Source: an optimization exercise on an open RTL-to-GDS flow (aim: small area, a short achievable clock period and few clock cycles). Production flows keep margins and buffers that such runs may drop.
The RTL was checked by simulation tests, not by an equivalence proof against the original design.
Power and IR drop assume default switching activity.

File: design/flow/design.v
`timescale 1ns / 1ps
module mmult(
  input  clk,                  
  input  reset_n,              
  input  enable,               
  input  [0:9*8-1] A_mat,      
  input  [0:9*8-1] B_mat,      
  output valid,                
  output reg [0:9*17-1] C_mat  
);
    reg [7:0] A [0:2][0:2];
    reg [7:0] B [0:2][0:2];
    reg [15:0] C [0:2][0:2];
    reg [3:0] count;
    integer i,j,k;
    reg rdy;
    reg [3:0] count_q;
    always @ (posedge clk)
    begin
        count_q = count;
        if(!reset_n)
        begin
            count = 3'b100;
            {A[0][0],A[0][1],A[0][2],A[1][0],A[1][1],A[1][2],A[2][0],A[2][1],A[2][2]} = A_mat;
            {B[0][0],B[0][1],B[0][2],B[1][0],B[1][1],B[1][2],B[2][0],B[2][1],B[2][2]} = B_mat;
            {C[0][0],C[0][1],C[0][2],C[1][0],C[1][1],C[1][2],C[2][0],C[2][1],C[2][2]} = 144'b0;
            rdy = 0;
        end
        else if(enable)
        begin
           if(count == 0)
               count = 0;
           else
               count = count - 1;
           if(count_q == 3)
           begin
               for(i = 0;i < 3;i = i + 1)
               begin
                    for(j = 0;j < 3;j = j + 1)
                    begin    
                            C[i][j] = C[i][j] + (A[i][0] * B[0][j]);
                    end
               end
          end
          else if(count_q == 2)
          begin
                 for(i = 0;i < 3;i = i + 1)
                 begin
                      for(j = 0;j < 3;j = j + 1)
                      begin    
                              C[i][j] = C[i][j] + (A[i][1] * B[1][j]);
                      end
                 end
           end
           else if(count_q == 1)
           begin
                for(i = 0;i < 3;i = i + 1)
                begin
                     for(j = 0;j < 3;j = j + 1)
                     begin    
                             C[i][j] = C[i][j] + (A[i][2] * B[2][j]);
                     end
                end
                rdy = 1;
            end
            else
                ;
           C_mat = {1'b0,C[0][0],1'b0,C[0][1],1'b0,C[0][2],1'b0,C[1][0],1'b0,C[1][1],1'b0,C[1][2],1'b0,C[2][0],1'b0,C[2][1],1'b0,C[2][2]};
       end         
    end
    assign valid = rdy;
endmodule
File: design/flow/run.sh
#!/bin/bash
# synth_recipe.tcl (not shown) runs the flow's synth.tcl, then flattens the netlist and writes it again
# the make line also repeats each setting of config.mk as NAME=value (left out here)
make -C /OpenROAD-flow-scripts/flow DESIGN_CONFIG=/design/flow/config.mk WORK_HOME=/design/flow/orfs CLKGATE_MAP_FILE= SYNTH_SCRIPT=/design/flow/synth_recipe.tcl finish
File: design/flow/config.mk
export PLATFORM = sky130hd
export DESIGN_NAME = mmult
export DESIGN_NICKNAME = mmult
export VERILOG_FILES = /design/flow/design.v
export SDC_FILE = /design/flow/constraint.sdc
export NUM_CORES = 4
export LEC_CHECK = 0
export CAP_MARGIN = 20
export CORE_MARGIN = 2
export CORE_UTILIZATION = 40
export PLACE_DENSITY = 0.6
export SLEW_MARGIN = 20
File: design/flow/constraint.sdc
create_clock -name core_clock -period 10.0 [get_ports {clk}]
set_input_delay 2.0000 -clock core_clock [delete_from_list [all_inputs] [get_ports {clk}]]
set_output_delay 2.0000 -clock core_clock [all_outputs]
set_load 0.01 [all_outputs]
==> impl_table.tex <==
\begin{tabular}{lr}
\hline
Metric & Value \\
\hline
\multicolumn{2}{l}{\textbf{Layout}} \\
Final nets & 12.4k \\
Share of layout cells above drive strength 1 & 0.0317 \\
Fill cell instance count of the final layout & 20.9k \\
Final standard cell count with taps included and fillers excluded & 12.8k \\
Area of combinational cells with multiple inputs & 62900 µm² \\
Synthesis-to-layout area growth & 9.78\% \\
Area occupied by registers & 11600 µm² \\
Leading cell type in the layout, fill and taps excluded & sky130\_fd\_sc\_hd\_\_inv\_1 \\
Top library cells by usage in the layout, fill and taps aside & sky130\_fd\_sc\_hd\_\_inv\_1, sky130\_fd\_sc\_hd\_\_fa\_1, sky130\_fd\_sc\_hd\_\_and2\_1 \\
\multicolumn{2}{l}{\textbf{GRT}} \\
Vias in the first global route & 72.3k \\
Antenna violations before repair & 26 \\
Leftover overflow at the end of global routing & 0 \\
Global-route wire length before repair & 449000 µm \\
Pin count of the biggest net entering global routing & 104 \\
Global routing usage summed across all routing layers & 0.278 \\
\multicolumn{2}{l}{\textbf{Logic synthesis}} \\
Share of Yosys cell area claimed by the top area cell type & 0.315 \\
EDFF count, synth & 288 \\
Synthesized instance count & 9851 \\
Cell types occupying the most area after synthesis & sky130\_fd\_sc\_hd\_\_fa\_1, sky130\_fd\_sc\_hd\_\_ha\_1, sky130\_fd\_sc\_hd\_\_inv\_1 \\
Sequential element share of the synthesized area & 0.136 \\
Flip-flop cell with the highest count after synthesis & sky130\_fd\_sc\_hd\_\_edfxtp\_1 \\
Yosys Warn Count & 4 \\
Cell type with the largest total area after synthesis & sky130\_fd\_sc\_hd\_\_fa\_1 \\
Fraction of registers with async set/reset & 0 \\
Number of synthesized register bits & 437 \\
Post-synthesis cell area & 85700 µm² \\
Post-synthesis average cell area & 8.70 µm² \\
Distinct cells, synth & 86 \\
\multicolumn{2}{l}{\textbf{Run}} \\
Max Cap Violations & 0 \\
\multicolumn{2}{l}{\textbf{Floorplanning}} \\
Die extent in x & 467 µm \\
IO Count & 301 \\
Floorplan Core Area & 213000 µm² \\
Effective utilization at floorplan & 0.403 \\
Standard-cell rows & 169 \\
Die outline area & 218000 µm² \\
Die height & 467 µm \\
\multicolumn{2}{l}{\textbf{Detailed routing}} \\
Post-route DRC violation count & 0 \\
Vias & 68.1k \\
Drt first pass iters & 6 \\
Detail-routed net length per standard cell & 23.4 µm \\
Post-detailed-route via-to-cell ratio & 5.32 \\
WL final & 299000 µm \\
DRT antenna net count & 0 \\
Iter 0 DRT Violations & 5099 \\
\multicolumn{2}{l}{\textbf{Pwr}} \\
Fraction of power consumed by sequential logic & 0.105 \\
Worst vdd ir & 0.156 mV \\
Cell internal power dissipation & 10.4 mW \\
Clk network pwr share & 0.114 \\
Switching power as a share of total power & 0.530 \\
Pleak & 47.2 nW \\
Net switching power & 11.8 mW \\
Power per cell area & 236 nW/µm² \\
Combinational group share of total power & 0.781 \\
\multicolumn{2}{l}{\textbf{Worst setup path}} \\
Crit Path Category & flop to flop \\
Origin of the critical flop-to-flop path & A[0][4]\$\_DFFE\_PN\_ \\
Worst setup SP type & flop \\
Crit-path slowest cell & sky130\_fd\_sc\_hd\_\_edfxtp\_1 \\
Setup crit end kind & flop \\
Logic depth of the worst setup path including buffers & 18 \\
Number of buffer and inverter instances along the worst setup path & 3 \\
Delay-heaviest family, CP & adder cells \\
Crit path from & A[0][4]\$\_DFFE\_PN\_ \\
Arrival time at the worst endpoint & 6.77 ns \\
Req. time, crit path & 10.52 ns \\
Cells along the critical path & nand2\_1, fa\_1, fa\_1, inv\_1, ha\_1, inv\_1, fa\_1, inv\_1, ha\_1, a211oi\_1, nor2\_1, o21a\_1, o41ai\_1, o21ai\_1, o31ai\_1, xor2\_1, nand2\_1, and2\_1 \\
Worst Reg2Reg Path Length in Cells & 18 \\
CP max stage delay & 1.10 ns \\
Highest net fanout along the worst path & 24 \\
\multicolumn{2}{l}{\textbf{Clock tree}} \\
Insertion delay of the later-clocked pin in the worst-skew pair & 0.77 ns \\
Number of buffers inserted to repair setup after CTS & 0 \\
Buffers from clock root to sink, at most & 3 \\
Clock transition at path regs & 0.07 ns \\
H-tree depth & 2 \\
Clock buffer count from CTS & 59 \\
Count of hold buffers inserted by post-cts repair & 0 \\
Buffer cell driving the clock tree root & sky130\_fd\_sc\_hd\_\_clkbuf\_16 \\
CTS sink cnt & 437 \\
Post-cts sizing count & 0 \\
CTS tree & built \\
\multicolumn{2}{l}{\textbf{STA}} \\
Number of endpoints failing setup at the final stage & 0 \\
Setup tns final & 0 ns \\
Relative max-transition margin & 0.198 \\
Final hold slack & 0.493 ns \\
Unrepaired setup endpoints after global routing & false \\
Endpoints failing hold & 0 \\
Number of slew-limit violations in the final report & 0 \\
Share of the cycle needed by the critical path after routing & 0.626 \\
Min Tclk post-route & 6.26 ns \\
Max Fclk & 0.160 GHz \\
Slew at the pin with the worst max-slew slack & 1.20 ns \\
Worst clock skew on the final layout & 0.0401 ns \\
\multicolumn{2}{l}{\textbf{Placement}} \\
Placer congestion estimate & 0.934 \\
IO buf count & 291 \\
Detailed-placement wirelength estimate & 232000 µm \\
Post-Place Cells & 12.7k \\
\multicolumn{2}{l}{\textbf{Worst hold path}} \\
Worst hold path class & flop to flop \\
Worst hold path depth & 2 \\
Hold Startpoint & C[3][14]\$\_SDFFE\_PN0P\_ \\
\multicolumn{2}{l}{\textbf{Outcome}} \\
Outcome & complete, no violations \\
\hline
\end{tabular}
==> cell usage after synthesis, types with 18 or more instances <==
cell type                  instances
sky130_fd_sc_hd__mux2i_1         127
sky130_fd_sc_hd__inv_1          2527
sky130_fd_sc_hd__a211oi_1         87
sky130_fd_sc_hd__a21oi_1         283
sky130_fd_sc_hd__and2_1          947
sky130_fd_sc_hd__nor2b_1          73
sky130_fd_sc_hd__o22ai_1          44
sky130_fd_sc_hd__clkbuf_1        400
sky130_fd_sc_hd__nand2_1         929
sky130_fd_sc_hd__ha_1            945
sky130_fd_sc_hd__dfxtp_1         149
sky130_fd_sc_hd__o21ai_1         105
sky130_fd_sc_hd__o41ai_1          18
sky130_fd_sc_hd__buf_1            22
sky130_fd_sc_hd__nand2b_1         45
sky130_fd_sc_hd__xor2_1           92
sky130_fd_sc_hd__xnor2_1         199
sky130_fd_sc_hd__or3_1            18
sky130_fd_sc_hd__o21a_1           58
sky130_fd_sc_hd__nor3_1           94
sky130_fd_sc_hd__a221oi_1         27
sky130_fd_sc_hd__and3_1           25
sky130_fd_sc_hd__o21bai_1         21
sky130_fd_sc_hd__fa_1           1350
sky130_fd_sc_hd__a31oi_1          38
sky130_fd_sc_hd__edfxtp_1        288
sky130_fd_sc_hd__a21o_1           56
sky130_fd_sc_hd__o211ai_1         21
sky130_fd_sc_hd__a22o_1           24
sky130_fd_sc_hd__nor2_1          441
sky130_fd_sc_hd__o31ai_1          27
sky130_fd_sc_hd__nand3_1          56
sky130_fd_sc_hd__o21ai_0          85
==> worst paths after layout <==
path / to / slack (ns)
setup / recovery: C_mat[36]$_DFFE_PP_ / 3.74
hold reg to reg: C[3][14]$_SDFFE_PN0P_ / 0.49
setup reg to reg: C_mat[36]$_DFFE_PP_ / 3.74
hold / removal: C[3][14]$_SDFFE_PN0P_ / 0.49
==> worst reg2reg max path, stage by stage (launching register included) <==
cell and delay (ns):
sky130_fd_sc_hd__edfxtp_1 1.10, sky130_fd_sc_hd__nand2_1 0.18, sky130_fd_sc_hd__fa_1 0.53, sky130_fd_sc_hd__fa_1 0.52
sky130_fd_sc_hd__inv_1 0.04, sky130_fd_sc_hd__ha_1 0.26, sky130_fd_sc_hd__inv_1 0.04, sky130_fd_sc_hd__fa_1 0.52
sky130_fd_sc_hd__inv_1 0.06, sky130_fd_sc_hd__ha_1 0.28, sky130_fd_sc_hd__a211oi_1 0.25, sky130_fd_sc_hd__nor2_1 0.10
sky130_fd_sc_hd__o21a_1 0.19, sky130_fd_sc_hd__o41ai_1 0.67, sky130_fd_sc_hd__o21ai_1 0.22, sky130_fd_sc_hd__o31ai_1 0.31
sky130_fd_sc_hd__xor2_1 0.48, sky130_fd_sc_hd__nand2_1 0.14, sky130_fd_sc_hd__and2_1 0.16
==> cell families (layout without fill, tap and decap cells) <==
group                    count (synthesis)  after routing  share of synthesized area
other                                    1             20                  0.0000438
multiplexers                           138            138                     0.0163
buffers and inverters                 2969           3092                      0.131
adder cells (fa/ha/maj)               2295           2295                      0.453
AND/OR/NAND/NOR                       2674           2674                      0.154
flip-flops                             437            437                      0.136
XOR/XNOR                               291            291                     0.0298
AO/OA/AOI/OAI                         1046           1046                     0.0803
==> cell type report <==
type,count,area share
tap,2821,0.0375
timing repair buffer,448,0.0446
multi-input combinational,6453,0.669
clock buffer,67,0.0166
clock inverter,45,0.00692
sequential,437,0.124
inverter,2532,0.101
antenna,11,0.000293
==> metal layers <==
layer,vias to the layer above,wire length (µm),track usage
li1,30100,-,-
met1,34700,111000,0.320
met2,2537,140000,0.462
met3,764,18700,0.0361
met4,2,29500,0.226
met5,-,13,0
==> sequential cells by signal, indices dropped and copies added (netlist names) <==
| name | count |
|---|---|
| C | 144 |
| C_mat | 144 |
| A | 72 |
| B | 72 |
| count | 4 |
| rdy | 1 |
==> through the flow <==
stage / utilization / instance area [µm²] / power, mW / setup slack, ns
after floorplan: - / 85700 / 14.6 / 2.84
after global placement: 0.431 / 91600 / 19.2 / 3.77
after detailed placement: 0.432 / 91700 / 19.5 / 3.80
after CTS: 0.442 / 93900 / 22.2 / 3.79
after global routing: 0.442 / 94000 / 24.3 / 3.48
final: 0.443 / 94000 / 22.2 / 3.74
==> power by group through the flow <==
stage                     Clock [mW]  Sequential, mW  Combinational (mW)
after CTS                       2.59            2.33                17.3
after floorplan                    0            2.25                12.3
after detailed placement           0            2.37                17.1
final                           2.53            2.32                17.3
after global routing            2.62            2.33                19.4
after global placement             0            2.37                16.9
Testbench counts, summed over its fixed seeds: cycles 1,920.

## afterwards: timing with drivers on the ports
How much do the figures lean on ideal ports? The routed layout below was timed once more, with nothing changed but the port constraints.
Step 1 assumes that a clkbuf_16 drives the clock port and a buf_2 every other input.
Step 2 moves the port delays by t, midway between the first and last clock arrival at a register: inputs arrive t later, outputs are due t later. That takes back most of the time a late clock gives input paths.
a / b / c = ideal ports / drivers / drivers and shift; a / b = the first two.
shift t [ns]: 0.847
slack for setup (ns): 3.744 / 3.744 / 3.744
latest minus earliest clock arrival (ns): 0.040 / 0.040
After both steps this run still meets setup and hold. For this run, drivers alone change the setup slack by 0.000 ns; drivers and shift together by 0.000 ns.
